What follows belongs to an exercise in optimizing a design on an open flow for small area; a production flow would make more cautious choices. Only simulation tests tie the RTL to the original design; equivalence was not proved. Power figures rest on the tool's default switching activity, not on a simulated workload.

===== flow/flow/run.sh =====
#!/bin/bash
# The standard layout (standard.sh) with these changes:
#  - synthesis: the standard flow's own synthesis script, with only the ABC mapping script replaced by
#    flow/abc_area.script (area-oriented mapping); registers are mapped exactly as before
#  - the smallest buffer cell for the port buffers
#  - clock tree synthesis without dummy loads
#  - power recovery (downsizing cells off the critical paths) after global routing
#  - timing-driven global placement keeps none of its trial buffering
# Each tool's output goes to the logs under orfs/logs (ORFS) and to standard_sh.log.
set -e
here=$(pwd)
{ echo 'proc abc {args} { set i [lsearch $args -script]; if {$i >= 0} { lset args [expr {$i + 1}] $::env(AREA_ABC_SCRIPT) }; yosys abc {*}$args }'
  cat synth_recipe.tcl; } > synth_area.tcl
sed "s|SYNTH_SCRIPT=[^ ]*|SYNTH_SCRIPT=$here/synth_area.tcl|" standard.sh > standard_area.sh
export AREA_ABC_SCRIPT="$here/flow/abc_area.script"
export BUFFER_PORTS_ARGS="-buffer_cell sky130_fd_sc_hd__buf_1"
export CTS_ARGS="-sink_clustering_enable -repair_clock_nets -dont_use_dummy_load"
export RECOVER_POWER=100
export GPL_KEEP_OVERFLOW=0
bash standard_area.sh > standard_sh.log 2>&1

===== flow/flow/abc_area.script =====
strash
&get -n
&st
&dch -f
&nf -p -R 1000
&put
topo
stime -c
dnsize -c

===== flow/standard.sh =====
#!/bin/bash
# synth_recipe.tcl (not shown) runs the flow's synth.tcl, then flattens the netlist and writes it again
# the make line also repeats each setting of config.mk as NAME=value (left out here)
make -C /OpenROAD-flow-scripts/flow DESIGN_CONFIG=/design/flow/config.mk WORK_HOME=/design/flow/orfs CLKGATE_MAP_FILE= SYNTH_SCRIPT=/design/flow/synth_recipe.tcl "${@:-finish}"

===== flow/config.mk =====
export PLATFORM = sky130hd
export DESIGN_NAME = tot6502
export DESIGN_NICKNAME = tot6502
export VERILOG_FILES = /design/flow/design.v
export SDC_FILE = /design/flow/constraint.sdc
export NUM_CORES = 4
export LEC_CHECK = 0
export ABC_AREA = 1
export CAP_MARGIN = 20
export CORE_MARGIN = 2
export CORE_UTILIZATION = 60
export SLEW_MARGIN = 20

===== flow/constraint.sdc =====
create_clock -name core_clock -period 8.5 [get_ports {clk}]
set_input_delay 1.7000 -clock core_clock [delete_from_list [all_inputs] [get_ports {clk}]]
set_output_delay 1.7000 -clock core_clock [all_outputs]
set_load 0.01 [all_outputs]

===== flow/design.v =====
module tot6502(
	input  clk,
	input  enable,
	input  [7:0]dati,
	output [7:0]dato,
	output [15:0]addr,
	output rw,
	input  rst_n,
	input  irq_n,
	input  nmi_n,
	input  rdy
);
	function [8:0]radd(input [7:0]p, input [7:0]q, input ci);
		integer k;
		reg c;
		begin
			c = ci;
			for(k = 0; k < 8; k = k + 1) begin
				radd[k] = p[k] ^ q[k] ^ c;
				c = (p[k] & q[k]) | (c & (p[k] ^ q[k]));
			end
			radd[8] = c;
		end
	endfunction
	reg [7:0]a, x, y, sp;
	reg [7:0]dl;                            
	reg fn, fv, fd, fi, fz, fc;             
	reg [15:0]pc;
	reg [15:0]ab;                            
	reg [7:0]inst;
	reg [2:0]tctr;
	reg pb;
	reg [1:0]nmi_st;
	reg nmi_p;                               
	reg [1:0]irq_st;
	reg [1:0]brk_k;                          
	wire brk_flag = brk_k == 0;
	wire [1:0]brk_v = brk_flag ? 2'd3 : brk_k;
	reg nmi_n_st;
	wire [2:0]ia = inst[7:5];
	wire [2:0]ib = inst[4:2];
	wire [1:0]ic = inst[1:0];
	wire t0 = tctr == 0;
	wire t1 = tctr == 1;
	wire t2 = tctr == 2;
	wire t3 = tctr == 3;
	wire t4 = tctr == 4;
	wire t5 = tctr == 5;
	wire t6 = tctr == 6;
	wire t7 = tctr == 7;
	wire c0 = ic == 0;
	wire ia45 = ia[2:1] == 2;
	wire zy = ic[1] & ia45;
	wire m_indx = ib == 0 & ic[0];
	wire m_imm  = (ib == 0 & !ic[0] & (ic[1] | ia[2])) | (ib == 2 & ic[0]);
	wire m_zpg  = ib == 1;
	wire m_abs  = ib == 3 & !(c0 & ia == 3);
	wire m_rel  = ib == 4 & c0;
	wire m_indy = ib == 4 & !c0;
	wire m_zpgx = ib == 5 & !zy;
	wire m_zpgy = ib == 5 & zy;
	wire m_absy = (ib == 6 & ic[0]) | (ib == 7 & zy);
	wire m_absx = ib == 7 & !zy;
	wire m_imp2 = (ib == 2 & !ic[0] & (ic[1] | ia[2])) | (ib == 6 & !ic[0]);
	wire m_absxy = m_absx | m_absy;
	wire i_jmp_ind	= inst == 8'h6C;
	wire i_jmp_abs	= inst == 8'h4C;
	wire i_jsr		= inst == 8'h20;
	wire i_rts		= inst == 8'h60;
	wire i_rti		= inst == 8'h40;
	wire i_brk		= inst == 8'h00;
	wire i_php		= inst == 8'h08;
	wire i_pha		= inst == 8'h48;
	wire i_plp		= inst == 8'h28;
	wire i_pla		= inst == 8'h68;
	wire i_push		= i_php | i_pha;
	wire i_pull		= i_plp | i_pla;
	wire i_bra		= m_rel;
	wire i_shy		= inst == 8'h9C;
	wire i_shx		= inst == 8'h9E;
	wire i_sta		= ia == 4 & ic[0];
	wire i_stx		= ia == 4 & ic[1] & ib != 2 & ib != 6;
	wire i_sty		= ia == 4 & c0 & ib[0];
	wire i_bit		= ia == 1 & c0 & (ib == 1 | ib == 3);
	wire i_ldy		= ia == 5 & c0 & (ib[0] | ib == 0);
	wire i_cpxy		= ia[2:1] == 3 & c0 & (ib == 0 | ib == 1 | ib == 3);
	wire i_lda		= ia == 5 & ic[0];
	wire i_ldx		= ia == 5 & ic[1] & ib != 2 & ib != 6;
	wire i_spec		= ib == 2 & ic == 3;               
	wire ldm_act	= ic[1] & (ib[0] | (ic[0] & ib != 2)) & !ia45;
	wire bra_f =
	ia[2:1] == 0 ? fn :
	ia[2:1] == 1 ? fv :
	ia[2:1] == 2 ? fc : fz;
	wire bra = bra_f == ia[0];
	wire exec =
	(m_zpg & t2) |
	((m_abs | m_zpgx | m_zpgy) & t3) |
	(m_absxy & (pb ? t4 : t3)) |
	(m_indx & t5) |
	(m_indy & (pb ? t5 : t4));
	wire op_rdy = exec | (m_imm & t1);
	wire k3 = m_abs | m_zpgx;
	wire k5 = m_indx | m_indy;
	wire ldm_wre = (m_zpg & t2) | (k3 & t3) | (m_absxy & t4) | (k5 & t5);
	wire ldm_dle = (m_zpg & t3) | (k3 & t4) | (m_absxy & t5) | (k5 & t6);
	wire ldm_end = (m_zpg & t4) | (k3 & t5) | (m_absxy & t6) | (k5 & t7);
	wire [8:0]aadd;
	wire bra_pb = aadd[8] ^ dl[7];
	wire st_long = ia == 4 & (ic[0] | ib == 7) & (m_indy | m_absxy);
	wire op_end =
	(ldm_act & ldm_end) |
	(i_bra & ((t1 & !bra) | (t2 & !bra_pb) | t3)) |
	(st_long & (m_indy ? t5 : t4)) |
	(m_imp2 & t1) |
	((i_push | i_jmp_abs) & t2) |
	(i_pull & t3) |
	(i_jmp_ind & t4) |
	((i_jsr | i_rti | i_rts) & t5) |
	(i_brk & t6) |
	(!ldm_act & !st_long & op_rdy);
	wire nmi_req 		= nmi_p;
	wire irq_req 		= irq_st[1] == 0 & fi == 0;
	wire ie_req  		= nmi_req | irq_req;
	wire i_st = i_sta | i_stx | i_sty;
	wire st_out = (i_st & !i_shx & !i_shy) | i_pha;
	assign dato = st_out ? aa_in : dl;
	assign addr[15:0] = ab;
	wire st_end = st_long ? (m_indy ? t5 : t4) : op_rdy;
	wire t2p = tctr >= 2;
	wire t3p = tctr >= 3;
	wire s_oadr = (t2p & (m_indx | m_indy | m_zpg | m_zpgx | m_zpgy | i_rti | i_brk | i_push | i_pull |
		((i_jsr | i_rts) & !t5))) | (t3p & (m_abs | m_absxy | i_jmp_ind));
	wire s_wren = (ldm_act & (ldm_dle | ldm_end)) | (i_jsr & (t3 | t4)) | (i_push & t2) |
		(i_brk & (t2 | t3 | t4) & brk_k != 2);
	assign rw 			= !(s_wren | (i_st & !t1 & st_end));
	wire en = enable & (rdy | !rw);
	wire e_t1  = t1;
	wire e_end = op_end;
	wire e_dl = ldm_act & ldm_dle;
	wire o_dey = inst == 8'h88;
	wire o_iny = inst == 8'hC8;
	wire o_inx = inst == 8'hE8;
	wire o_dex = inst == 8'hCA;
	wire o_tya = inst == 8'h98;
	wire o_txa = inst == 8'h8A;
	wire o_tay = inst == 8'hA8;
	wire o_tax = inst == 8'hAA;
	wire o_tsx = ia == 5 & ic[1] & ib == 6;      
	wire o_txs = inst == 8'h9A;
	wire o_sha = ic == 2 & ib == 2 & !ia[2];     
	wire o_flg = ib == 6 & c0;                   
	wire u_sub	= (ia == 7 | ia == 6);            
	wire alu_grp	= ic[0] & !ia45 & !i_spec;   
	wire x_alu	= alu_grp & e_end;
	wire x_spec	= i_spec & t1;                
	wire x_ld	= (i_lda | i_ldx | i_ldy) & op_rdy;
	wire x_cp	= i_cpxy & op_rdy;
	wire x_bit	= i_bit & op_rdy;
	wire x_pla	= i_pla & t3;
	wire ls = (e_dl & ia[2:1] == 0) | (e_t1 & o_sha & !ia[1]);              
	wire rs = (e_dl & ia[2:1] == 1) | (e_t1 & o_sha & ia[1]) | (x_spec & ia[2:1] == 1);    
	wire z_a = x_ld | x_pla;                     
	wire s_dl = e_dl;
	wire s_x  = !e_dl & ((i_cpxy & ia[0]) | o_dex | o_inx | o_txa | o_txs | (i_stx & !i_sta));
	wire s_y  = !e_dl & ((i_cpxy & !ia[0]) | o_dey | o_iny | o_tya | i_sty);
	wire s_ax = !e_dl & ((i_spec & ia == 6) | (i_stx & i_sta));
	wire s_sp = !e_dl & o_tsx & !z_a;
	wire s_a  = !(s_dl | s_x | s_y | s_ax | s_sp | z_a);
	wire [7:0]aa_in =
	({8{s_dl}} & dl) | ({8{s_x}} & x) | ({8{s_y}} & y) | ({8{s_sp}} & sp) |
	({8{s_a | s_ax}} & a & ({8{!s_ax}} | x));
	wire use_dl = alu_grp & !e_dl & ic[1];
	wire use_di = !e_dl & (i_cpxy | i_spec | i_bit | z_a | (alu_grp & !ic[1]));
	wire b_inv = (rs & !i_spec) | (e_dl & ia == 6) | i_cpxy | (i_spec & ia[2:1] == 3) | (alu_grp & u_sub & !e_dl) | o_dey | o_dex;
	wire sh_t3 = t3 & (i_shx | i_shy);           
	wire [7:0]ab_in = (({8{ls}} & aa_in) | ({8{use_di}} & dati) | ({8{use_dl}} & dl) | ({8{sh_t3}} & aadd[7:0])) ^ {8{b_inv}};
	wire ac_in =
	(e_dl & ia == 7) | (ls & ia[0] & fc) | i_cpxy | o_iny | o_inx |
	(i_spec & ia == 6) | (i_spec & ia == 7 & fc) |
	(alu_grp & !e_dl & (ia == 6 | (ia[1:0] == 3 & fc)));
	wire [7:0]h = aa_in ^ ab_in;
	wire [7:0]g = aa_in & ab_in;
	reg [8:0]sum;
	integer k;
	always @* begin
		sum[0] = ac_in;
		for(k = 0; k < 8; k = k + 1)
			sum[k + 1] = g[k] | (h[k] & sum[k]);
		sum[7:0] = h ^ sum[7:0];
	end
	wire [7:0]and_v = g;
	wire sh_in = ia[0] & fc;
	wire [7:0]shv = {sh_in, g[7:1]};
	wire lg_any = x_bit | (x_alu & ia[2:1] == 0) | (x_alu & ia == 2) | (x_spec & ia[2:1] == 0) | sh_t3;
	wire sel_h = lg_any & !x_bit & !i_spec & (ia == 0 | ia == 2);
	wire sel_g = lg_any & (ia != 2 | x_bit | i_spec | sh_t3);
	wire sel_sm = !(rs | lg_any);
	wire [7:0]res =
	({8{rs}} & shv) | ({8{sel_h}} & h) | ({8{sel_g}} & g) | ({8{sel_sm}} & sum[7:0]);
	wire we_a =
	(x_alu & ia != 6) | (x_spec & ia != 4 & ia != 6) | (x_ld & i_lda) | x_pla |
	(e_t1 & (o_tya | o_txa | o_sha));
	wire we_x =
	(x_ld & (i_ldx | inst == 8'hAB)) | (x_spec & ia == 6) |
	(e_t1 & (o_inx | o_dex | o_tax | o_tsx));
	wire we_y = (x_ld & i_ldy) | (e_t1 & (o_iny | o_dey | o_tay));
	wire we_zn =
	x_alu | (x_spec & ia != 4) | x_ld | x_pla | x_cp | x_bit | e_dl |
	(e_t1 & (o_inx | o_dex | o_iny | o_dey | o_tax | o_tay | o_tsx | o_tya | o_txa | o_sha));
	wire tr_a = o_tay | o_tax;
	wire n_res = x_bit ? dati[7] : res[7];
	wire z_res = res == 0;
	wire m_zp1 = m_indx | m_indy | m_zpg | m_zpgx | m_zpgy;
	wire i_stk = i_jsr | i_rts | i_rti | i_brk | i_push | i_pull;
	wire aa_bra = i_bra & t2;
	wire aa_brh = i_bra & t3;
	wire hi_inc = (t3 & m_absxy) | (t4 & m_indy);           
	wire b_idx  = (t2 & (m_absxy | m_indx | m_zpgx | m_zpgy)) | (t3 & m_indy);
	wire b_pass = (t2 & (m_abs | i_jmp_ind)) | (t4 & m_indx);
	wire b_one  = (t2 & m_indy) | hi_inc;
	wire lo_dec = i_jsr | i_push | (i_brk & !t5);
	wire sa_dl = (t2 & (m_abs | m_absxy | i_jmp_ind)) | (t3 & m_indy) | (t4 & m_indx);
	wire sa_lo = !(hi_inc | sa_dl);
	wire [7:0]ad_a =
	({8{hi_inc}} & ab[15:8]) | ({8{sa_dl}} & dl) | ({8{sa_lo}} & ab[7:0]);
	wire ix = m_indx | m_zpgx | m_absx;
	wire b_oth = !aa_bra & !b_idx & !b_pass & !b_one;
	wire ad_s = b_oth & lo_dec;
	wire [7:0]ad_b =
	({8{aa_bra}} & dl) | ({8{b_idx & ix}} & x) | ({8{b_idx & !ix}} & y) | {8{ad_s}};
	wire ad_c = b_one | (b_oth & !lo_dec);
	assign aadd = radd(ad_a, ad_b, ad_c);
	wire [8:0]pc_incl = radd(pc[7:0], 8'h00, 1'b1);
	wire [8:0]pc_inch = radd(pc[15:8], {8{aa_brh & dl[7]}}, aa_brh ? !dl[7] : pc_incl[8]);
	wire [15:0]pc_inc = {pc_inch[7:0], pc_incl[7:0]};
	wire pc_ld = (i_jmp_ind & t4) | (i_jmp_abs & t2) | (i_jsr & t5) | (i_rts & t4) | (i_rti & t5) | (i_brk & t6);
	wire pc_up = (t0 & !ie_req) | (t1 & !((ib == 0 & c0 & !ia[2] & ia != 1) | ((ib == 2 | ib == 6) & !ic[0]))) |
		(t2 & (m_abs | m_absxy)) | (i_rts & t5) | (i_brk & t1 & brk_flag);
	wire pc_upx = pc_up & !pc_ld;
	wire pc_hw = pc_ld | pc_upx | aa_brh;
	wire pc_lw = pc_ld | pc_upx | aa_bra;
	wire [7:0]pc_nvh = ({8{pc_ld}} & dati) | ({8{pc_upx | aa_brh}} & pc_inc[15:8]);
	wire [7:0]pc_nvl = ({8{pc_ld}} & dl) | ({8{pc_upx}} & pc_inc[7:0]) | ({8{aa_bra}} & aadd[7:0]);
	wire [15:0]pc_next = {pc_hw ? pc_nvh : pc[15:8], pc_lw ? pc_nvl : pc[7:0]};
	wire oadr_next = !op_end & !(t4 & (i_jsr | i_rts)) &
		(s_oadr | (t1 & (m_zp1 | i_stk)) | (t2 & (m_abs | m_absxy | i_jmp_ind)));
	wire ld_dt = (t4 & m_indx) | (t2 & (m_abs | m_absxy | i_jmp_ind));
	wire ld_ad = ld_dt | (t2 & (m_indx | m_zpgx | m_zpgy)) | (t3 & m_indy) |
		(t3 & (m_indx | i_jmp_ind | i_jsr | i_rts | i_rti | i_brk)) |
		(t2 & (m_indy | i_rts | i_rti | i_brk | i_pull)) | (t4 & i_rti) | (t5 & i_brk);
	wire ld_hi = (hi_inc & pb) | (t3 & (i_shx | i_shy));
	wire o_sp = t1 & i_stk;
	wire o_vec = t4 & i_brk;
	wire o_zp = t1 & m_zp1;
	wire o_lw = ld_ad | o_sp | o_zp | o_vec;
	wire [7:0]oaddr_lo =
	({8{ld_ad}} & aadd[7:0]) | ({8{o_sp}} & sp) | ({8{o_zp}} & dati) |
	({8{o_vec}} & {4'hf, 1'b1, brk_v, 1'b0});
	wire o_hdi = ld_dt | (t3 & m_indy);
	wire o_shxy = t3 & (i_shx | i_shy);
	wire o_hadd = hi_inc & pb & !o_shxy;
	wire o_hw = (t1 & (m_zp1 | i_stk)) | o_hdi | o_vec | o_shxy | o_hadd;
	wire [7:0]oaddr_hi =
	{7'h00, o_sp} | {8{o_vec}} | ({8{o_hdi}} & dati) | ({8{o_shxy}} & res) |
	({8{o_hadd}} & aadd[7:0]);
	wire [15:0]oaddr_next = {oaddr_hi, oaddr_lo};
	wire d_di = (t3 & (m_indx | i_jmp_ind | i_rts)) | (t1 & (m_abs | m_absxy | i_bra | i_jmp_ind)) | (t2 & m_indy) |
		(t4 & i_rti) | (t5 & i_brk) | (ldm_act & ldm_wre);
	wire d_ph = (t2 & i_jsr) | (t1 & i_brk);
	wire d_pl = (t3 & i_jsr) | (t2 & i_brk);
	wire d_st = (t1 & i_php) | (t3 & i_brk);
	wire d_sp = t4 & i_jsr;
	wire dl_we = d_di | e_dl | d_ph | d_pl | d_st | o_shxy | d_sp;
	wire [7:0]dl_next =
	({8{d_di}} & dati) | ({8{e_dl | o_shxy}} & res) | ({8{d_ph}} & pc_next[15:8]) |
	({8{d_pl}} & pc_next[7:0]) | ({8{d_st}} & {fn, fv, 1'b1, brk_flag | i_php, fd, fi, fz, fc}) |
	({8{d_sp}} & sp);
	wire sp_ad = (t2 & (i_push | i_pull)) | (t3 & i_rts) | (t4 & (i_rti | i_brk | i_jsr));
	wire sp_di = t1 & i_jsr;                     
	wire sp_rs = t1 & o_txs;
	wire f_pl  = t3 & (i_plp | i_rti);
	wire f_op  = e_t1 & o_flg & ia != 4;
	wire c_sum = (x_alu & (ia[1:0] == 3 | ia[2:1] == 3)) | x_cp | (x_spec & ia[2:1] == 3) | ls;
	wire c_g0  = (e_dl & ia[2:1] == 1) | (e_t1 & o_sha & ia[1]) | (x_spec & ia == 2);
	wire c_g7  = x_spec & (ia[2:1] == 0 | ia == 3);
	wire c_op  = f_op & ia[2:1] == 0;
	wire v_add = (x_alu & ia[1:0] == 3) | (x_spec & ia == 7);
	wire v_arr = x_spec & ia == 3;
	wire v_di  = x_bit | f_pl;
	wire v_clv = f_op & ia[2:1] == 2;
	wire i_op  = f_op & ia[2:1] == 1;
	wire i_bk  = t3 & i_brk;
	wire d_op  = f_op & ia[2:1] == 3;
	always @(posedge clk)
	if(enable)
	begin
		nmi_n_st <= nmi_n;
	end
	always @(posedge clk)
	if(!rst_n)
	begin
		inst 			<= 8'h00;
		brk_k			<= 2;
		fn				<= 0;
		fv				<= 0;
		fd				<= 0;
		fz				<= 0;
		fc				<= 0;
		tctr 	   	<= 1;
		nmi_p			<= 0;
		nmi_st		<= 0;
	end
		else
	if(en)
	begin
		nmi_st[1:0] <= {nmi_st[0], nmi_n_st};
		irq_st[1:0] <= {irq_st[0], irq_n};
		nmi_p <= !(t0 & nmi_p) & (nmi_p | nmi_st[1:0] == 2'b10);
		if(t0)
		begin
			inst		<= ie_req ? 8'h00 : dati;
			brk_k		<= !ie_req ? 2'd0 : nmi_req ? 2'd1 : 2'd3;
		end
		if(pc_hw)
			pc[15:8] <= pc_nvh;
		if(pc_lw)
			pc[7:0] <= pc_nvl;
		if(oadr_next ? o_hw : (pc_hw | s_oadr))
			ab[15:8] <= oadr_next ? oaddr_hi : pc_next[15:8];
		if(oadr_next ? o_lw : (pc_lw | s_oadr))
			ab[7:0] <= oadr_next ? oaddr_lo : pc_next[7:0];
		if(sp_ad | sp_di | sp_rs)
			sp <= ({8{sp_ad}} & aadd[7:0]) | ({8{sp_di}} & dati) | ({8{sp_rs}} & res);
		if((t2 & m_absxy) | (t3 & m_indy))
			pb <= aadd[8];
		if(dl_we)
			dl <= dl_next;
		if(we_a)
			a <= res;
		if(we_x)
			x <= res;
		if(we_y)
			y <= res;
		if(we_zn) begin
			fz <= z_res;
			fn <= n_res;
		end
		if(c_sum | c_g0 | c_g7 | c_op | f_pl)
			fc <= (c_sum & sum[8]) | (c_g0 & g[0]) | (c_g7 & g[7]) | (c_op & ia[0]) | (f_pl & dati[0]);
		if(v_add | v_arr | v_di | v_clv)
			fv <= (v_add & (a[7] ^ sum[7]) & (dati[7] ^ sum[7] ^ ia[2])) | (v_arr & (g[7] ^ g[6])) | (v_di & dati[6]);
		if(i_op | i_bk | f_pl)
			fi <= (i_op & ia[0]) | i_bk | (f_pl & dati[2]);
		if(d_op | f_pl)
			fd <= (d_op & ia[0]) | (f_pl & dati[3]);
		if(f_pl) begin
			fn <= dati[7];
			fz <= dati[1];
		end
		if(op_end)
		begin
			tctr <= 0;
		end
			else
			tctr <= tctr + 1;
	end
endmodule

==> results of run 1 <==
worst min-delay path, delay by kind of cell (launching register included):
family | cells | cell delay, ns
buf+inv | 1 | 0.04
compound gates | 1 | 0.05
flops | 1 | 0.31
state kept, by name (all words and copies together), names as in the netlist:
name	flops
a	8
sp	8
nmi_st	2
irq_st	2
ab	16
nmi_p	1
pb	1
nmi_n_st	1
inst	8
tctr	3
fc	1
fz	1
y	8
dl	8
fn	1
pc	16
brk_k	2
x	8
fv	1
fi	1
fd	1
synth_stat cells (2+ instances only):
library cell and count:
nand2_1 170, edfxtp_1 77, nor2_1 72, o21ai_0 59, a222oi_1 58, a21oi_1 50, clkinv_1 46, nand3_1 37
a22oi_1 26, nor3_1 24, fa_1 23, dfxtp_1 21, ha_1 21, o211ai_1 20, nor2b_1 16, a31oi_1 13
a211oi_1 11, xor2_1 11, nand2b_1 10, nor4_1 9, a21boi_0 8, a221o_1 8, a21o_1 7, and2_0 7
nand4_1 7, and3_1 6, a221oi_1 5, a32oi_1 4, o22ai_1 4, or2_0 4, xnor2_1 4, a211o_1 3
nor4b_1 3, o2111ai_1 3, or4_1 3, a2111oi_0 2, and4_1 2, nor3b_1 2, o311a_1 2, o32ai_1 2
or3_1 2
stage by stage:
step                area, um2  power (mW)  utilization, %  setup slack, ns  setup TNS, ns
finish                   8960        1.22            71.6            0.157              0
global route             8960        1.25            71.6          -0.0588        -0.0588
CTS                      8630        1.19            69.0          0.00281              0
detailed placement       8030       0.838            64.1            -1.77         -81.95
global placement         7980       0.829            63.7            -1.73         -91.30
floorplan                7620       0.740               -           0.0804              0
routing by layer:
layer | up-vias | wire length (um) | GRT usage [%]
met1 | 3961 | 11000 | 60.9
met2 | 869 | 13200 | 66.5
met4 | 0 | 1530 | 19.8
met3 | 164 | 5020 | 13.0
met5 | - | 0 | 0
li1 | 3645 | - | -
worst paths after layout:
path | startpoint | end | cells past startpoint
worst min-delay path | nmi_st[0] | nmi_st[0] | 2
worst min register to register | nmi_st[0] | nmi_st[0] | 2
worst max register to register | tctr[0] | fz | 31
worst max-delay path | tctr[0] | fz | 31
power groups by stage:
stage | sequential [mW] | clock [mW] | combinational [mW]
after floorplan | 0.566 | 0 | 0.174
after global placement | 0.570 | 0 | 0.259
after detailed placement | 0.571 | 0 | 0.267
after CTS | 0.560 | 0.351 | 0.280
after global routing | 0.562 | 0.366 | 0.323
final | 0.562 | 0.352 | 0.306
what timing repair did:
item	CTS	global route
setup endpoints to repair	84	42
resized for setup	84	49
gates cloned	0	0
pin swaps	7	18
setup buffers	13	23
final cells by class:
cell class	instances	area share, %
Timing Repair Buffer	79	4.94
Clock buffer	9	2.51
Inverter	46	1.97
Tap cell	172	2.40
Sequential cell	98	30.9
Multi-Input combinational cell	734	57.3
cell families (layout without fill, tap and decap cells):
family | after synthesis | count (layout) | share of synthesized area (%)
adders and majority gates | 44 | 44 | 9.49
AOI/OAI and AO/OA | 298 | 298 | 28.3
buffers and inverters | 46 | 134 | 2.27
DFF | 98 | 98 | 35.9
muxes | 1 | 1 | 0.148
xor gates and xnor gates | 15 | 15 | 1.72
and+or+nand+nor | 376 | 376 | 22.2
==> flow_summary_export.csv, run 1 <==
group,metric,value,unit
route,dr_total_vias,8639,
floorplanning,placeableCoreArea,0.0125,mm2
global_routing,maximum_number_of_pins_on_one_net_before_global_route_repair,27,
cells_and_area,post_route_cells_drive_above_1_share,14.0,%
cells_and_area,register_area,0.00277,mm2
floorplanning,die_height,117,um
setup_path,worst-endpoint-arrival,8.60,ns
synth,synth_edf_count,77,
pwr,leakagePower,3.05,nW
synth,average_footprint_of_a_synthesized_cell,8.68,um2
cells_and_area,mostFrequentLayoutCell,"nand2_1",
clock_tree,clk_transition_reported_paths,0.07,ns
clock_tree,cts_htree_levels,3,
setup_path,reg2reg_slack,0.16,ns
clock_tree,clock_tree.buffer_depth,2,
cells_and_area,final_net_count,1026,
synth,postSynthCellCount,878,
worst_hold_path,hold_path_class,"reg -> reg",
synth,synth_area_leaders,"edfxtp_1 30%, nand2_1 8.4%, a222oi_1 7.6%",
global_routing,grt-ovfl-total,0,
outcome,outcome,"timing/DRC/antenna clean",
synth,post-synth-top-area-fraction,30.4,%
timing,maxClockFrequency,120,MHz
synth,synth_fp_nets,936,
setup_path,worst-path-max-fanout,12,
pwr,seq_power_share,46.0,%
setup_path,worst_setup_path_start_kind,"flip-flop",
timing,slew_headroom,10.5,%
timing,final-max-slew-violation-count,0,
synth,ys_async_sr_fraction,0,%
synth,ys_seq_elements,98,
pwr,internal_power,832,uW
placed_design,total_of_buffers_placed_on_input_and_output_ports,38,
clock_tree,cts_buffer_count,9,
synth,synth-warning-count,1,
placed_design,dpl.hpwl,21.8,mm
route,antenna_left,0,
pwr,irDropWorstVdd,159,uV
setup_path,gate_family_responsible_for_the_most_delay_along_the_worst_path,"adder cells",
clock_tree,ctsHoldBuffers,0,
synth,synth.yosys.seq_area_share,35.9,%
clock_tree,tritoncts_num_sinks,98,
timing,finalHoldViolCount,0,
floorplanning,dieArea,0.0136,mm2
pwr,powerDensity,136,mW/mm2
timing,final_period_minus_worst_setup_slack,8.34,ns
cells_and_area,syn_to_final_growth,17.6,%
cells_and_area,multi_input_combinational_cell_area,0.00513,mm2
floorplanning,ios,39,
pwr,clock_power_share,28.9,%
route,post_drt_wl_per_cell,27.0,um
pwr,p_switching,388,uW
setup_path,timing.critical_path.slowest_stage_cell,"a222oi_1",
route,finalWirelength,30.8,mm
setup_path,critical_path.most_common_cell,"fa_1",
setup_path,timing.critical_path.required,8.76,ns
cells_and_area,n_antenna_cell,0,
route,drt-pass1-iter-count,10,
synth,syn-cell-area,0.00762,mm2
setup_path,critical_path.max_stage_delay,0.53,ns
timing,timing.clock.skew,0.0195,ns
route,drc,0,
cells_and_area,fillers,970,
clock_tree,cts_root_buf,"clkbuf_16",
clock_tree,clock_tree_from_tritoncts,"built",
synth,synth_largest_area_cell,"edfxtp_1",
floorplanning,chipWidth,117,um
timing,max_slew.worst_pin.slew,1.34,ns
synth,yosys_most_used_dff,"edfxtp_1",
placed_design,placed_cells,1093,
timing,final.period_utilization,98.2,%
global_routing,grt_usage,44.7,%
global_routing,grt_antenna_before_repair,0,
setup_path,crit_path_end_kind,"flip-flop",
setup_path,critical_path.n_buffers_inverters,5,
global_routing,via_count_of_the_first_global_routing_pass,7877,
route,viasPerCell,7.59,
timing,fin_hold_ws,0.443,ns
cells_and_area,final-instance-count-excl-fill,1138,
timing,setup_violators_final,0,
pwr,p_comb_share,25.1,%
clock_tree,clkLatencyLatePin,0.36,ns
flow_run,maxCapViolCount,0,
synth,post_synth_num_cell_types,57,
cells_and_area,most-common-layout-cells,"162 x nand2_1, 77 x edfxtp_1, 64 x nor2_1",
pwr,power_switching_share,31.8,%
global_routing,wire_length_of_the_first_global_routing_pass,45.3,mm
setup_path,path_class,"reg -> reg",
floorplanning,floorplan.rows,41,
floorplanning,floorplan.initialDensity,60.9,%
route,drt-initial-drc-count,1911,
placed_design,gpl.final_weighted_congestion,1.05,
==> inputs of run 2 (changes only) <==
--- a/flow/design.v
+++ b/flow/design.v
@@ -174,6 +174,5 @@
 	wire use_di = !e_dl & (i_cpxy | i_spec | i_bit | z_a | (alu_grp & !ic[1]));
 	wire b_inv = (rs & !i_spec) | (e_dl & ia == 6) | i_cpxy | (i_spec & ia[2:1] == 3) | (alu_grp & u_sub & !e_dl) | o_dey | o_dex;
-	wire sh_t3 = t3 & (i_shx | i_shy);           
-	wire [7:0]ab_in = (({8{ls}} & aa_in) | ({8{use_di}} & dati) | ({8{use_dl}} & dl) | ({8{sh_t3}} & aadd[7:0])) ^ {8{b_inv}};
+	wire [7:0]ab_in = (({8{ls}} & aa_in) | ({8{use_di}} & dati) | ({8{use_dl}} & dl)) ^ {8{b_inv}};
 	wire ac_in =
 	(e_dl & ia == 7) | (ls & ia[0] & fc) | i_cpxy | o_iny | o_inx |
@@ -193,7 +192,7 @@
 	wire sh_in = ia[0] & fc;
 	wire [7:0]shv = {sh_in, g[7:1]};
-	wire lg_any = x_bit | (x_alu & ia[2:1] == 0) | (x_alu & ia == 2) | (x_spec & ia[2:1] == 0) | sh_t3;
+	wire lg_any = x_bit | (x_alu & ia[2:1] == 0) | (x_alu & ia == 2) | (x_spec & ia[2:1] == 0);
 	wire sel_h = lg_any & !x_bit & !i_spec & (ia == 0 | ia == 2);
-	wire sel_g = lg_any & (ia != 2 | x_bit | i_spec | sh_t3);
+	wire sel_g = lg_any & (ia != 2 | x_bit | i_spec);
 	wire sel_sm = !(rs | lg_any);
 	wire [7:0]res =
@@ -251,4 +250,5 @@
 		(t2 & (m_indy | i_rts | i_rti | i_brk | i_pull)) | (t4 & i_rti) | (t5 & i_brk);
 	wire ld_hi = (hi_inc & pb) | (t3 & (i_shx | i_shy));
+	wire [7:0]shxy = (i_shx ? x : y) & aadd[7:0];    
 	wire o_sp = t1 & i_stk;
 	wire o_vec = t4 & i_brk;
@@ -263,5 +263,5 @@
 	wire o_hw = (t1 & (m_zp1 | i_stk)) | o_hdi | o_vec | o_shxy | o_hadd;
 	wire [7:0]oaddr_hi =
-	{7'h00, o_sp} | {8{o_vec}} | ({8{o_hdi}} & dati) | ({8{o_shxy}} & res) |
+	{7'h00, o_sp} | {8{o_vec}} | ({8{o_hdi}} & dati) | ({8{o_shxy}} & shxy) |
 	({8{o_hadd}} & aadd[7:0]);
 	wire [15:0]oaddr_next = {oaddr_hi, oaddr_lo};
@@ -274,5 +274,5 @@
 	wire dl_we = d_di | e_dl | d_ph | d_pl | d_st | o_shxy | d_sp;
 	wire [7:0]dl_next =
-	({8{d_di}} & dati) | ({8{e_dl | o_shxy}} & res) | ({8{d_ph}} & pc_next[15:8]) |
+	({8{d_di}} & dati) | ({8{e_dl}} & res) | ({8{o_shxy}} & shxy) | ({8{d_ph}} & pc_next[15:8]) |
 	({8{d_pl}} & pc_next[7:0]) | ({8{d_st}} & {fn, fv, 1'b1, brk_flag | i_php, fd, fi, fz, fc}) |
 	({8{d_sp}} & sp);
--- a/flow/flow/run.sh
+++ b/flow/flow/run.sh
@@ -6,5 +6,4 @@
 #  - clock tree synthesis without dummy loads
 #  - power recovery (downsizing cells off the critical paths) after global routing
-#  - timing-driven global placement keeps none of its trial buffering
 # Each tool's output goes to the logs under orfs/logs (ORFS) and to standard_sh.log.
 set -e
@@ -17,4 +16,3 @@
 export CTS_ARGS="-sink_clustering_enable -repair_clock_nets -dont_use_dummy_load"
 export RECOVER_POWER=100
-export GPL_KEEP_OVERFLOW=0
 bash standard_area.sh > standard_sh.log 2>&1
==> run 2 against run 1 <==
  * Sequential share of layout area fell by 0.15 points
  * Synthesized cell count rose by 1.1%
  * Critical path type unchanged
  * Clock power barely moved
  * Largest power group unchanged
==> flow_summary_export.csv, run 2 <==
group,metric,value,unit
worst_hold_path,hold_path_class,"reg -> reg",
synth,synth_edf_count,77,
setup_path,critical_path.n_buffers_inverters,6,
pwr,powerDensity,136,mW/mm2
clock_tree,cts_buffer_count,9,
setup_path,gate_family_responsible_for_the_most_delay_along_the_worst_path,"adder cells",
placed_design,place_ws,-0.0407,ns
floorplanning,dieArea,0.0138,mm2
synth,synth.yosys.seq_area_share,35.4,%
synth,synth_area_leaders,"edfxtp_1 30%, nand2_1 6.4%, a222oi_1 6.0%",
cells_and_area,post_route_cells_drive_above_1_share,9.66,%
setup_path,crit_path_end_kind,"flip-flop",
synth,synth-adder-area-share,9.37,%
route,dr_total_vias,8918,
placed_design,detailed_place.area,0.00857,mm2
synth,average_footprint_of_a_synthesized_cell,8.69,um2
floorplanning,die_height,117,um
cells_and_area,syn_to_final_growth,15.5,%
setup_path,critical_path.most_common_cell,"fa_1",
timing,setup_violators_final,0,
timing,slew_headroom,25.7,%
setup_path,timing.critical_path.slowest_stage_cell,"dfxtp_2",
cells_and_area,final_area,0.00891,mm2
floorplanning,placeableCoreArea,0.0126,mm2
synth,combinational_family_with_the_most_area_after_synthesis,"compound AO/OA/AOI/OAI gates",
clock_tree,cts_root_buf,"clkbuf_16",
global_routing,via_count_of_the_first_global_routing_pass,8303,
cells_and_area,final_util,70.9,%
setup_path,worst-endpoint-arrival,8.43,ns
clock_tree,clk_transition_reported_paths,0.06,ns
flow_run,maxCapViolCount,0,
synth,synth_compound_area_share,28.2,%
synth,synth-simple-area-share,22.5,%
cells_and_area,final-instance-count-excl-fill,1176,
pwr,irDropWorstVdd,113,uV
pwr,report.power.total,1.21,mW
timing,final.period_utilization,96.0,%
clock_tree,tritoncts_num_sinks,98,
route,drt-initial-drc-count,1877,
floorplanning,ios,39,
cells_and_area,mostFrequentLayoutCell,"nand2_1",
route,drt-pass1-iter-count,10,
placed_design,placed_cells,1164,
placed_design,gpl.final_weighted_congestion,1.08,
synth,ys_async_sr_fraction,0,%
synth,post-synth-top-area-fraction,30.0,%
timing,maxClockFrequency,123,MHz
setup_path,path_class,"reg -> reg",
placed_design,total_of_buffers_placed_on_input_and_output_ports,38,
global_routing,maximum_number_of_pins_on_one_net_before_global_route_repair,29,
synth,ys_seq_elements,98,
cells_and_area,n_antenna_cell,0,
synth,yosys_most_used_dff,"edfxtp_1",
route,viasPerCell,7.58,
cells_and_area,fillers,995,
synth,netlist_top_cells_count,"132 x nand2_1, 100 x nor2_1, 77 x edfxtp_1",
synth,synth_largest_area_cell,"edfxtp_1",
floorplanning,chipWidth,117,um
timing,final-max-slew-violation-count,0,
clock_tree,clkLatencyLatePin,0.36,ns
clock_tree,cts_htree_levels,3,
synth,synth_fp_nets,946,
route,finalWirelength,30.3,mm
pwr,leakagePower,3.13,nW
cells_and_area,most-common-layout-cells,"132 x nand2_1, 98 x nor2_1, 77 x edfxtp_1",
clock_tree,clock_tree_from_tritoncts,"built",
cells_and_area,layout_top_registers,"ab: 16 flops, pc: 16 flops",
global_routing,grt_antenna_before_repair,0,
synth,synth.most_common_cell,"nand2_1",
timing,final_period_minus_worst_setup_slack,8.16,ns
setup_path,timing.critical_path.required,8.77,ns
route,drc,0,
floorplanning,floorplan.initialDensity,61.4,%
outcome,outcome,"timing/DRC/antenna clean",
timing,max_slew.worst_pin.slew,1.11,ns
clock_tree,clock_tree.buffer_depth,2,
synth,post_synth_num_cell_types,56,
synth,synth-warning-count,1,
route,antenna_left,0,
timing,fin_hold_ws,0.438,ns
timing,setup_tns,0,ns
synth,syn-cell-area,0.00771,mm2
placed_design,dpl.hpwl,22.8,mm
timing,worst_slack,0.342,ns
timing,timing.clock.skew,0.0225,ns
timing,finalHoldViolCount,0,
global_routing,wire_length_of_the_first_global_routing_pass,46.2,mm
setup_path,critical_path.max_stage_delay,0.51,ns
route,post_drt_wl_per_cell,25.7,um
global_routing,grt-ovfl-total,0,
synth,yosys-mux-area-fraction,0.681,%
setup_path,worst_setup_path_start_kind,"flip-flop",
floorplanning,floorplan.rows,41,
setup_path,worst-path-max-fanout,13,
cells_and_area,final_net_count,1064,
global_routing,grt_usage,42.9,%
synth,synth-xor-area-share,1.59,%
synth,postSynthCellCount,888,
-- run 2: worst paths after layout --
| path | cells after the start | to | slack [ns] | start |
|---|---|---|---|---|
| worst max-delay path | 27 | fz | 0.34 | inst[7] |
| worst min-delay path | 0 | irq_st[1] | 0.44 | irq_st[0] |
| worst max register to register | 27 | fz | 0.34 | inst[7] |
| worst min register to register | 0 | irq_st[1] | 0.44 | irq_st[0] |
-- run 2: worst reg2reg max path: cells and delay by family (launching register included) --
kind | cells | cell delay [ns]
buffers and inverters | 6 | 1.03
flip-flops | 1 | 0.51
AND/OR/NAND/NOR | 7 | 1.67
XOR/XNOR | 1 | 0.26
AO/OA/AOI/OAI | 5 | 0.90
adder cells (fa/ha/maj) | 8 | 3.72
-- run 2: cells by family after synthesis --
kind of cell | Yosys count
XOR/XNOR | 14
multiplexers | 5
flip-flops | 98
AO/OA/AOI/OAI | 300
buffers and inverters | 46
adder cells (fa/ha/maj) | 44
AND/OR/NAND/NOR | 381
-- run 2: metal layers --
metal,track usage (%),vias up,share of wire (%)
li1,-,3744,-
met1,54.5,4025,34
met2,67.2,904,45
met3,9.97,245,14
met4,25.1,0,7.5
met5,0,-,0
-- run 2: what timing repair did --
item / in CTS / in global routing
buffers inserted: 0 / 3
hold buffers: 0 / 0
gates resized for setup: 3 / 33
setup endpoints to repair: 3 / 20
pin swaps: 0 / 7
-- run 2: final cells by class --
cell class                      instances  area (um2)  share of cell area [%]
Clock buffer                            9         225                    2.53
Inverter                               46         173                    1.94
Multi-Input combinational cell        744        4920                    55.2
Sequential cell                        98        2740                    30.8
Tap cell                              172         215                    2.42
Timing Repair Buffer                  107         634                    7.12
-- run 2: where the power goes --
| group | total, mW | internal [mW] | leakage [nW] | switching (mW) |
|---|---|---|---|---|
| logic | 0.301 | 0.0980 | 2.13 | 0.203 |
| registers | 0.559 | 0.544 | 0.885 | 0.0148 |
| clock network | 0.353 | 0.187 | 0.111 | 0.166 |
| total | 1.21 | 0.829 | 3.13 | 0.384 |
==> inputs of run 3 (changes only) <==
--- a/flow/flow/run.sh
+++ b/flow/flow/run.sh
@@ -6,4 +6,5 @@
 #  - clock tree synthesis without dummy loads
 #  - power recovery (downsizing cells off the critical paths) after global routing
+#  - timing-driven global placement keeps none of its trial buffering
 # Each tool's output goes to the logs under orfs/logs (ORFS) and to standard_sh.log.
 set -e
@@ -16,3 +17,4 @@
 export CTS_ARGS="-sink_clustering_enable -repair_clock_nets -dont_use_dummy_load"
 export RECOVER_POWER=100
+export GPL_KEEP_OVERFLOW=0
 bash standard_area.sh > standard_sh.log 2>&1
==> flow/flow/abc_area.script (replaced) <==
strash
&get -n
&st
&dch -f
&nf -p -R 1000
&put
topo
stime -c
buffer -c
upsize -c
dnsize -c
==> run 3 against run 2 <==
  * Synthesized cell count up 6.6%
  * Sequential power is essentially flat
  * Cell area is 1.1% lower
  * Via count is 1.3% lower
  * Die area rose by 4.5%
  * Fmax shrank 0.18%
  * Count of clock-buffer cells in the layout did not move
  * Clock skew shrank 0.00062 ns
  * Core utilization fell by 4.1 points
  * First-iteration DRC count up 5.3%
  * Synthesized area grew 4.7%
  * Flip-flop and latch count is the same
  * The layout now fails its checks (capacitance limit, slew limit)
  * Highest routed layer unchanged
==> flow_summary_export.csv, run 3 <==
group,metric,value,unit
outcome,outcome,"failed layout checks",
outcome,layout.failed_checks,"capacitance limit, slew limit",
synth,post-synth-top-area-fraction,28.6,%
synth,netlist_top_cells_count,"131 x nand2_1, 98 x nor2_1, 77 x edfxtp_1",
setup_path,worst-path-max-fanout,7,
cells_and_area,syn_to_final_growth,9.11,%
clock_tree,clk_transition_reported_paths,0.06,ns
timing,worst_slack,0.328,ns
placed_design,place_ws,-1.29,ns
clock_tree,clock_tree.buffer_depth,2,
route,drt-initial-drc-count,1976,
clock_tree,tritoncts_num_sinks,98,
synth,synth-warning-count,1,
pwr,irDropWorstVdd,105,uV
setup_path,path_class,"reg -> reg",
timing,final_period_minus_worst_setup_slack,8.17,ns
timing,timing.clock.skew,0.0218,ns
synth,synth.yosys.seq_area_share,33.8,%
placed_design,dpl.hpwl,22.4,mm
pwr,powerDensity,138,mW/mm2
setup_path,crit_path_end_kind,"flip-flop",
placed_design,gpl.final_weighted_congestion,1.03,
synth,postSynthCellCount,947,
synth,synth_largest_area_cell,"edfxtp_1",
global_routing,grt_usage,43.0,%
cells_and_area,n_antenna_cell,0,
clock_tree,ctsHoldBuffers,0,
worst_hold_path,hold_path_class,"reg -> reg",
synth,average_footprint_of_a_synthesized_cell,8.53,um2
synth,post_synth_num_cell_types,82,
clock_tree,cts_root_buf,"clkbuf_16",
route,post_drt_wl_per_cell,27.8,um
setup_path,timing.critical_path.slowest_stage_cell,"fa_1",
timing,setup_violators_final,0,
cells_and_area,post_route_cells_drive_above_1_share,10.2,%
route,antenna_left,0,
route,drt-pass1-iter-count,13,
global_routing,via_count_of_the_first_global_routing_pass,8306,
synth,synth_edf_count,77,
timing,setup_tns,0,ns
timing,max_slew.worst_pin.slew,2.03,ns
floorplanning,floorplan.rows,42,
synth,yosys_most_used_dff,"edfxtp_1",
setup_path,worst_setup_path_start_kind,"flip-flop",
route,drc,0,
setup_path,worst-endpoint-arrival,8.25,ns
setup_path,timing.critical_path.required,8.57,ns
clock_tree,clkLatencyLatePin,0.36,ns
clock_tree,cts_htree_levels,3,
timing,finalHoldViolCount,0,
synth,ys_seq_elements,98,
cells_and_area,most-common-layout-cells,"126 x nand2_1, 91 x nor2_1, 77 x edfxtp_1",
cells_and_area,layout_top_registers,"ab: 16 flops, pc: 16 flops",
cells_and_area,mostFrequentLayoutCell,"nand2_1",
global_routing,grt-ovfl-total,0,
clock_tree,cts_buffer_count,9,
flow_run,maxCapViolCount,1,
synth,synth_area_leaders,"edfxtp_1 29%, nand2_1 6.1%, a222oi_1 5.7%",
setup_path,critical_path.max_stage_delay,0.48,ns
floorplanning,chipWidth,120,um
synth,syn-cell-area,0.00808,mm2
global_routing,wire_length_of_the_first_global_routing_pass,47.2,mm
placed_design,total_of_buffers_placed_on_input_and_output_ports,38,
pwr,leakagePower,3.14,nW
pwr,report.power.total,1.22,mW
timing,final-max-slew-violation-count,16,
global_routing,grt_antenna_before_repair,0,
setup_path,critical_path.most_common_cell,"fa_1",
floorplanning,die_height,120,um
timing,final.period_utilization,96.1,%
route,dr_total_vias,8799,
route,finalWirelength,31.4,mm
synth,synth.most_common_cell,"nand2_1",
floorplanning,ios,39,
synth,ys_async_sr_fraction,0,%
global_routing,maximum_number_of_pins_on_one_net_before_global_route_repair,37,
clock_tree,clock_tree_from_tritoncts,"built",
route,viasPerCell,7.79,
timing,maxClockFrequency,122,MHz
timing,slew_headroom,-36.7,%
floorplanning,placeableCoreArea,0.0132,mm2
floorplanning,dieArea,0.0144,mm2
floorplanning,floorplan.initialDensity,61.2,%
cells_and_area,final_net_count,1013,
synth,synth_fp_nets,1005,
[run 3: worst paths after layout]
kind              startpoint   endpoint  slack, ns  depth (start not counted)
hold / removal     irq_st[0]  irq_st[1]       0.42                          0
setup / recovery     tctr[1]      dl[7]       0.33                         29
setup reg to reg     tctr[1]      dl[7]       0.33                         29
hold reg to reg    irq_st[0]  irq_st[1]       0.42                          0
[run 3: cells by family (layout without fill, tap and decap cells)]
| family | Yosys count | in the layout | synth area share (%) |
|---|---|---|---|
| DFF | 98 | 98 | 33.8 |
| buffers and inverters | 105 | 111 | 5.24 |
| and+or+nand+nor | 381 | 381 | 22.5 |
| AOI/OAI and AO/OA | 300 | 300 | 27.3 |
| xor gates and xnor gates | 14 | 14 | 1.52 |
| adders and majority gates | 44 | 44 | 8.96 |
| muxes | 5 | 5 | 0.651 |
[run 3: stage by stage]
step,area [um2],hold WS (ns),instances,util [%]
2_1_floorplan,8080,0.400,947,-
3_3_place_gp,8190,0.401,1102,62.1
3_5_place_dp,8240,0.407,1104,62.5
4_1_cts,8540,0.422,1114,64.8
5_1_grt,8810,0.437,1129,66.8
6_report,8810,0.421,1129,66.8
[run 3: routing by layer]
| metal | GRT usage, % | vias up | routed length (um) |
|---|---|---|---|
| met5 | 0 | - | 0 |
| met4 | 22.6 | 0 | 2010 |
| met3 | 9.03 | 188 | 4230 |
| met2 | 66.6 | 867 | 14100 |
| met1 | 56.6 | 4103 | 11000 |
| li1 | - | 3641 | - |
[run 3: area by class of cell]
class	count	area, um2
fill	1092	4380
inverter	46	176
tap	176	220
multi-input combinational	744	5130
sequential	98	2760
clock buffer	9	225
timing repair buffer	56	302
[run 3: worst max-delay path, delay by kind of cell (launching register included)]
kind            cells  cell delay [ns]
flops               1             0.42
buf+inv             4             0.38
fa+ha+maj           9             3.88
xor+xnor            1             0.25
simple gates        7             1.55
compound gates      8             1.44
[run 3: repair_timing]
| item | 4_1_cts | 5_1_grt |
|---|---|---|
| pin swaps | 1 | 11 |
| endpoints found under the setup margin | 84 | 53 |
| resized for setup | 18 | 45 |
| buffers inserted | 1 | 14 |
[run 3: where the power goes]
group          leakage, nW  total [mW]  switching (mW)  internal [mW]
sequential           0.889       0.560          0.0176          0.542
clock                0.111       0.358           0.171          0.187
combinational         2.14       0.302           0.209         0.0928
==> inputs of run 4 (changes only) <==
==> flow/flow/abc_area.script (replaced) <==
strash
&get -n
&st
&dch -f
&nf -p -R 1000
&put
topo
stime -c
dnsize -c
==> run 4 against run 3 <==
  * The run now finishes clean
  * Hold slack improved by 0.014 ns
  * Setup slack improved by 0.0030 ns
  * Via count decreased by 1.8%
  * First-iteration DRC count decreased by 2.1%
  * Count of clock-buffer cells in the layout unchanged
  * Synthesized area decreased by 4.5%
  * Critical path type unchanged
  * Largest power group unchanged
==> flow_summary_export.csv, run 4 <==
group,metric,value,unit
route,detailroute.wirelength.met2,13.2,mm
floorplanning,ios,39,
route,finalWirelength,30.5,mm
floorplanning,placeableCoreArea,0.0126,mm2
cells_and_area,multi_input_combinational_cell_area,0.00507,mm2
setup_path,worst-endpoint-arrival,8.27,ns
route,dr_total_vias,8639,
worst_hold_path,hold_path_depth,0,
synth,postSynthCellCount,888,
clock_tree,cts_buffer_count,9,
synth,synth_area_leaders,"edfxtp_1 30%, nand2_1 6.4%, a222oi_1 6.0%",
cells_and_area,fillers,1038,
setup_path,timing.critical_path.slowest_stage_cell,"fa_1",
setup_path,critical_path.most_common_cell,"fa_1",
setup_path,r2r.worst_path.cells,28,
timing,worst_slack,0.331,ns
global_routing,via_count_of_the_first_global_routing_pass,8190,
placed_design,detailed_place.area,0.00814,mm2
cells_and_area,register_area,0.00276,mm2
cells_and_area,most-common-layout-cells,"129 x nand2_1, 94 x nor2_1, 77 x edfxtp_1",
timing,final_period_minus_worst_setup_slack,8.17,ns
timing,slew_headroom,27.3,%
placed_design,place_ws,-1.75,ns
worst_hold_path,hold_path_class,"reg -> reg",
route,met1Wirelength,10.4,mm
cells_and_area,syn_to_final_growth,13.4,%
timing,setup_violators_final,0,
timing,fin_hold_ws,0.435,ns
synth,synth.most_common_cell,"nand2_1",
clock_tree,clock_tree_from_tritoncts,"built",
synth,ys_seq_elements,98,
route,detailroute.wirelength.met3,4.68,mm
clock_tree,clkLatencyLatePin,0.36,ns
global_routing,wire_length_of_the_first_global_routing_pass,47.0,mm
cells_and_area,post_route_cells_drive_above_1_share,8.18,%
timing,timing.clock.skew,0.0140,ns
setup_path,critical_path.max_stage_delay,0.47,ns
synth,netlist_top_cells_count,"132 x nand2_1, 100 x nor2_1, 77 x edfxtp_1",
global_routing,grt_usage,43.8,%
route,post_drt_wl_per_cell,27.1,um
flow_run,maxCapViolCount,0,
cells_and_area,layout_top_registers,"ab: 16 flops, pc: 16 flops",
synth,syn-cell-area,0.00771,mm2
clock_tree,cts_htree_levels,3,
synth,synth_fp_nets,946,
timing,final-max-slew-violation-count,0,
placed_design,gpl.final_weighted_congestion,1.04,
synth,yosys_most_used_dff,"edfxtp_1",
route,viasPerCell,7.68,
clock_tree,clock_tree.buffer_depth,2,
synth,synth-warning-count,1,
synth,synth_edf_count,77,
global_routing,grt-ovfl-total,0,
clock_tree,tritoncts_num_sinks,98,
synth,synth_largest_area_cell,"edfxtp_1",
outcome,outcome,"timing/DRC/antenna clean",
synth,synth.yosys.seq_area_share,35.4,%
cells_and_area,n_antenna_cell,0,
route,drt-initial-drc-count,1934,
setup_path,timing.critical_path.required,8.60,ns
pwr,leakagePower,2.94,nW
global_routing,maximum_number_of_pins_on_one_net_before_global_route_repair,37,
clock_tree,ctsHoldBuffers,0,
clock_tree,clk_transition_reported_paths,0.07,ns
placed_design,dpl.hpwl,22.2,mm
synth,ys_async_sr_fraction,0,%
synth,post_synth_num_cell_types,56,
setup_path,crit_path_end_kind,"flip-flop",
timing,finalHoldViolCount,0,
floorplanning,floorplan.rows,41,
setup_path,path_class,"reg -> reg",
floorplanning,floorplan.initialDensity,61.4,%
cells_and_area,final_area,0.00875,mm2
clock_tree,cts_root_buf,"clkbuf_16",
timing,maxClockFrequency,122,MHz
setup_path,worst-path-max-fanout,20,
synth,post-synth-top-area-fraction,30.0,%
synth,average_footprint_of_a_synthesized_cell,8.69,um2
global_routing,grt_antenna_before_repair,0,
placed_design,total_of_buffers_placed_on_input_and_output_ports,38,
timing,final.period_utilization,96.1,%
floorplanning,dieArea,0.0138,mm2
route,drc,0,
route,antenna_left,0,
timing,max_slew.worst_pin.slew,1.08,ns
cells_and_area,final_net_count,1013,
route,route.top_layer_used,"met4",
pwr,powerDensity,139,mW/mm2
pwr,irDropWorstVdd,103,uV
route,drt-pass1-iter-count,12,
floorplanning,die_height,117,um
setup_path,worst_setup_path_start_kind,"flip-flop",
floorplanning,chipWidth,117,um
cells_and_area,mostFrequentLayoutCell,"nand2_1",
[run 4: cell types whose count changed after synthesis, sizes merged]
cell and delta:
and2b -1, clkinv +45, nor2b +1, clkbuf -39, inv -45, nand2b +1, buf -20, or2b -1
[run 4: where the power goes]
| group | total, mW | internal [mW] | leakage (nW) | switching [mW] |
|---|---|---|---|---|
| clock | 0.365 | 0.187 | 0.111 | 0.178 |
| combinational | 0.295 | 0.0917 | 1.93 | 0.203 |
| sequential | 0.559 | 0.542 | 0.890 | 0.0171 |
| total | 1.22 | 0.821 | 2.94 | 0.398 |
[run 4: cell families after synthesis]
logic type,share of synthesized area (%)
XOR/XNOR,1.59
AO/OA/AOI/OAI,28.2
AND/OR/NAND/NOR,22.5
buffers and inverters,2.24
flip-flops,35.4
multiplexers,0.681
adder cells (fa/ha/maj),9.37
[run 4: per-stage QoR]
stage | instances | total power, mW | util (%) | setup TNS [ns]
floorplan | 888 | 0.744 | - | 0
global placement | 1098 | 0.834 | 64.2 | -120.38
detailed placement | 1101 | 0.839 | 64.7 | -101.68
CTS | 1113 | 1.19 | 67.5 | 0
global route | 1125 | 1.25 | 69.6 | -0.0206
finish | 1125 | 1.22 | 69.6 | 0
[run 4: final timing paths]
kind,to,slack (ns),from
worst max-delay path,sp[5],0.33,inst[1]
worst min-delay path,irq_st[1],0.43,irq_st[0]
worst max register to register,sp[5],0.33,inst[1]
worst min register to register,irq_st[1],0.43,irq_st[0]
[run 4: per-layer routing]
metal	global-route usage, %	vias up
met1	57.8	3927
met2	65.7	858
li1	-	3642
met3	11.5	212
met5	0	-
met4	24.7	0
[run 4: worst max-delay path: cells and delay by family (launching register included)]
| kind | cells | cell delay, ns |
|---|---|---|
| buffers and inverters | 2 | 0.19 |
| adder cells (fa/ha/maj) | 8 | 3.35 |
| AO/OA/AOI/OAI | 9 | 2.16 |
| flip-flops | 1 | 0.44 |
| AND/OR/NAND/NOR | 9 | 1.74 |
[run 4: cell type report]
type / count / area share, %
clock buffers: 9 / 2.57
inverters: 46 / 1.99
multi-input cells: 744 / 58.0
flip-flops and latches: 98 / 31.6
well taps: 172 / 2.46
repair buffers: 56 / 3.43
[run 4: what timing repair did]
| action | 4_1_cts | 5_1_grt |
|---|---|---|
| buffers inserted | 3 | 12 |
| gates resized for setup | 34 | 48 |
| cloned | 0 | 0 |
| hold endpoints to repair | 0 | 0 |
| setup endpoints to repair | 84 | 59 |
| pin swaps | 3 | 11 |
==> inputs of run 5 (changes only) <==
--- a/flow/flow/run.sh
+++ b/flow/flow/run.sh
@@ -4,5 +4,5 @@
 #    flow/abc_area.script (area-oriented mapping); registers are mapped exactly as before
 #  - the smallest buffer cell for the port buffers
-#  - clock tree synthesis without dummy loads
+#  - clock tree synthesis with clkbuf_8 buffers, small clusters, without dummy loads
 #  - power recovery (downsizing cells off the critical paths) after global routing
 #  - timing-driven global placement keeps none of its trial buffering
@@ -15,5 +15,5 @@
 export AREA_ABC_SCRIPT="$here/flow/abc_area.script"
 export BUFFER_PORTS_ARGS="-buffer_cell sky130_fd_sc_hd__buf_1"
-export CTS_ARGS="-sink_clustering_enable -repair_clock_nets -dont_use_dummy_load"
+export CTS_ARGS="-sink_clustering_enable -repair_clock_nets -dont_use_dummy_load -buf_list sky130_fd_sc_hd__clkbuf_8 -sink_clustering_size 12 -sink_clustering_max_diameter 60"
 export RECOVER_POWER=100
 export GPL_KEEP_OVERFLOW=0
==> run 5 against run 4 <==
  * Still clean on timing, DRC and antenna
  * Setup slack lost 0.010 ns
  * Wire length is 0.46% higher
  * Register-to-register slack about the same
  * Total power down 8.5%
  * Combinational power about the same
  * Fmax down 0.12%
  * Core utilization fell by 0.63 points
==> flow_summary_export.csv, run 5 <==
group,metric,value,unit
outcome,outcome,"timing/DRC/antenna clean",
clock_tree,cts_buffer_count,9,
worst_hold_path,min_from,"irq_st[0]",
timing,finalHoldViolCount,0,
global_routing,via_count_of_the_first_global_routing_pass,8224,
clock_tree,clock_tree.buffer_depth,2,
timing,final-max-slew-violation-count,0,
synth,synth_largest_area_cell,"edfxtp_1",
pwr,seq_power_share,50.0,%
cells_and_area,syn_to_final_growth,12.4,%
placed_design,dpl.hpwl,22.2,mm
synth,synth.most_common_cell,"nand2_1",
floorplanning,dieArea,0.0138,mm2
route,antenna_left,0,
global_routing,maximum_number_of_pins_on_one_net_before_global_route_repair,37,
timing,worst_slack,0.320,ns
floorplanning,chipWidth,117,um
timing,timing.clock.skew,0.0281,ns
floorplanning,floorplan.rows,41,
synth,post_synth_num_cell_types,56,
global_routing,wire_length_of_the_first_global_routing_pass,46.9,mm
route,drc,0,
timing,slew_headroom,33.5,%
cells_and_area,most-common-layout-cells,"129 x nand2_1, 95 x nor2_1, 77 x edfxtp_1",
route,viasPerCell,7.67,
synth,synth-xor-area-share,1.59,%
timing,setup_violators_final,0,
cells_and_area,n_antenna_cell,0,
synth,synth_fp_nets,946,
route,drt-pass1-iter-count,12,
pwr,p_comb_share,26.4,%
route,drt-initial-drc-count,1732,
synth,postSynthCellCount,888,
route,post_drt_wl_per_cell,27.2,um
floorplanning,floorplan.initialDensity,61.4,%
synth,post-synth-top-area-fraction,30.0,%
pwr,irDropWorstVdd,103,uV
synth,synth-simple-area-share,22.5,%
synth,ys_async_sr_fraction,0,%
cells_and_area,mostFrequentLayoutCell,"nand2_1",
setup_path,worst-endpoint-arrival,8.20,ns
setup_path,crit_path_end_kind,"flip-flop",
clock_tree,cts_root_buf,"clkbuf_8",
clock_tree,clkLatencyLatePin,0.40,ns
placed_design,place_ws,-1.75,ns
floorplanning,placeableCoreArea,0.0126,mm2
synth,average_footprint_of_a_synthesized_cell,8.69,um2
clock_tree,tritoncts_num_sinks,98,
pwr,leakagePower,2.90,nW
setup_path,crit_start,"inst[4]",
setup_path,worst-path-max-fanout,36,
synth,synth_compound_area_share,28.2,%
timing,setup_tns,0,ns
placed_design,gpl.final_weighted_congestion,1.04,
synth,synth_area_leaders,"edfxtp_1 30%, nand2_1 6.4%, a222oi_1 6.0%",
clock_tree,cts_htree_levels,3,
synth,synth-adder-area-share,9.37,%
pwr,power_switching_share,34.7,%
synth,synth_edf_count,77,
cells_and_area,final_net_count,1014,
synth,yosys-mux-area-fraction,0.681,%
cells_and_area,final_area,0.00867,mm2
setup_path,path_class,"reg -> reg",
placed_design,detailed_place.area,0.00814,mm2
global_routing,grt-ovfl-total,0,
global_routing,grt_antenna_before_repair,0,
clock_tree,clk_transition_reported_paths,0.10,ns
clock_tree,clock_tree_from_tritoncts,"built",
setup_path,timing.critical_path.required,8.52,ns
floorplanning,die_height,117,um
timing,max_slew.worst_pin.slew,0.988,ns
timing,maxClockFrequency,122,MHz
synth,synth-warning-count,1,
timing,final_period_minus_worst_setup_slack,8.18,ns
flow_run,maxCapViolCount,0,
pwr,powerDensity,129,mW/mm2
pwr,p_switching,387,uW
synth,ys_seq_elements,98,
global_routing,grt_usage,43.8,%
synth,yosys_most_used_dff,"edfxtp_1",
synth,syn-cell-area,0.00771,mm2
pwr,clock_power_share,23.5,%
synth,synth.yosys.seq_area_share,35.4,%
setup_path,worst_r2r_startpoint,"inst[4]",
timing,final.period_utilization,96.2,%
synth,netlist_top_cells_count,"132 x nand2_1, 100 x nor2_1, 77 x edfxtp_1",
route,finalWirelength,30.6,mm
floorplanning,ios,39,
synth,combinational_family_with_the_most_area_after_synthesis,"compound AO/OA/AOI/OAI gates",
cells_and_area,post_route_cells_drive_above_1_share,8.49,%
placed_design,total_of_buffers_placed_on_input_and_output_ports,38,
pwr,internal_power,729,uW
route,dr_total_vias,8638,
setup_path,worst_setup_path_start_kind,"flip-flop",
cells_and_area,layout_top_registers,"ab: 16 flops, pc: 16 flops",
worst_hold_path,hold_path_class,"reg -> reg",
[run 5: final timing paths]
kind | endpoint | slack [ns] | depth (start not counted)
setup / recovery | ab[5] | 0.32 | 26
hold / removal | irq_st[1] | 0.43 | 0
setup reg to reg | ab[5] | 0.32 | 26
hold reg to reg | irq_st[1] | 0.43 | 0
[run 5: cells by family (layout without fill, tap and decap cells)]
logic type / Yosys count / count (layout)
AOI/OAI and AO/OA: 300 / 300
xor gates and xnor gates: 14 / 14
adders and majority gates: 44 / 44
buffers and inverters: 46 / 112
DFF: 98 / 98
muxes: 5 / 5
and+or+nand+nor: 381 / 381
[run 5: power by group through the flow]
stage / clock [mW] / combinational, mW / sequential, mW
floorplan: 0 / 0.177 / 0.567
global placement: 0 / 0.264 / 0.569
detailed placement: 0 / 0.269 / 0.570
CTS: 0.253 / 0.275 / 0.559
global route: 0.272 / 0.312 / 0.560
finish: 0.263 / 0.295 / 0.558
[run 5: critical path, cell delays in order, from the launching register on]
cell and delay (ns):
dfxtp_4 0.49, a31oi_1 0.18, nor2_4 0.24, nor2_1 0.11, nor2_1 0.19, nor2_1 0.10, nand2_4 0.23, nor2_1 0.21
nand2_1 0.15, nand2_1 0.08, fa_2 0.35, fa_1 0.47, fa_1 0.46, fa_1 0.46, fa_1 0.47, fa_1 0.46
fa_1 0.43, clkinv_1 0.07, fa_1 0.22, a21oi_1 0.08, o21ai_0 0.09, a21oi_1 0.12, nor4_4 0.35, buf_4 0.21
o221a_2 0.63, o22ai_1 0.18, nor2_1 0.74
[run 5: cell type report]
type | count | area (um2)
Clock buffer | 9 | 124
Multi-Input combinational cell | 744 | 5080
Inverter | 46 | 174
Sequential cell | 98 | 2760
Timing Repair Buffer | 57 | 312
Tap cell | 172 | 215
Fill cell | 1049 | 3900
[run 5: routing by layer]
| layer | part of all wire, % | global-route usage [%] |
|---|---|---|
| met1 | 35 | 57.4 |
| met2 | 43 | 64.8 |
| met3 | 14 | 11.4 |
| met4 | 7.5 | 27.1 |
| met5 | 0 | 0 |
[run 5: repair_timing]
action	CTS	global route
setup endpoints to repair	84	59
setup buffers	3	13
gates resized for setup	35	47
pin swaps	3	10
hold buffers	0	0
gates cloned	0	0
[run 5: metrics by stage]
step,utilization [%],hold slack [ns],power [mW],std cells
floorplan,-,0.400,0.744,888
global placement,64.2,0.415,0.834,1098
detailed placement,64.7,0.406,0.839,1101
CTS,66.7,0.439,1.09,1113
global route,69.0,0.457,1.14,1126
finish,69.0,0.434,1.12,1126

-- what the ideal ports hide --
In the flow no input, the clock included, has a driving cell. The finished layouts below were timed again as built, in two steps. Step 1 (the two cells are an assumption about what drives the block):
set clk [get_ports {clk}]
set_driving_cell -lib_cell sky130_fd_sc_hd__clkbuf_16 $clk
set_driving_cell -lib_cell sky130_fd_sc_hd__buf_2 [delete_from_list [all_inputs] $clk]
Step 2 also shifts input and output timing later by t, the mid clock arrival at the registers, as if the neighbouring blocks saw the same clock. Three values: ideal, step 1, step 2; two values: the first two.
run	t (ns)	setup WS [ns]	latest minus earliest clock arrival (ns)	slew at the worst register clock pin (ns)
run 1	0.389	0.157 / 0.157 / 0.157	0.019 / 0.020	0.07 / 0.07
run 2	0.385	0.342 / 0.342 / 0.342	0.023 / 0.023	0.08 / 0.08
run 3	0.385	0.328 / 0.327 / 0.327	0.022 / 0.022	0.07 / 0.07
run 4	0.394	0.331 / 0.331 / 0.331	0.014 / 0.014	0.07 / 0.07
run 5	0.426	0.320 / 0.320 / 0.320	0.028 / 0.028	0.11 / 0.11
For run 3, which loses most, drivers alone change the setup slack by -0.001 ns; drivers and shift together by -0.001 ns.
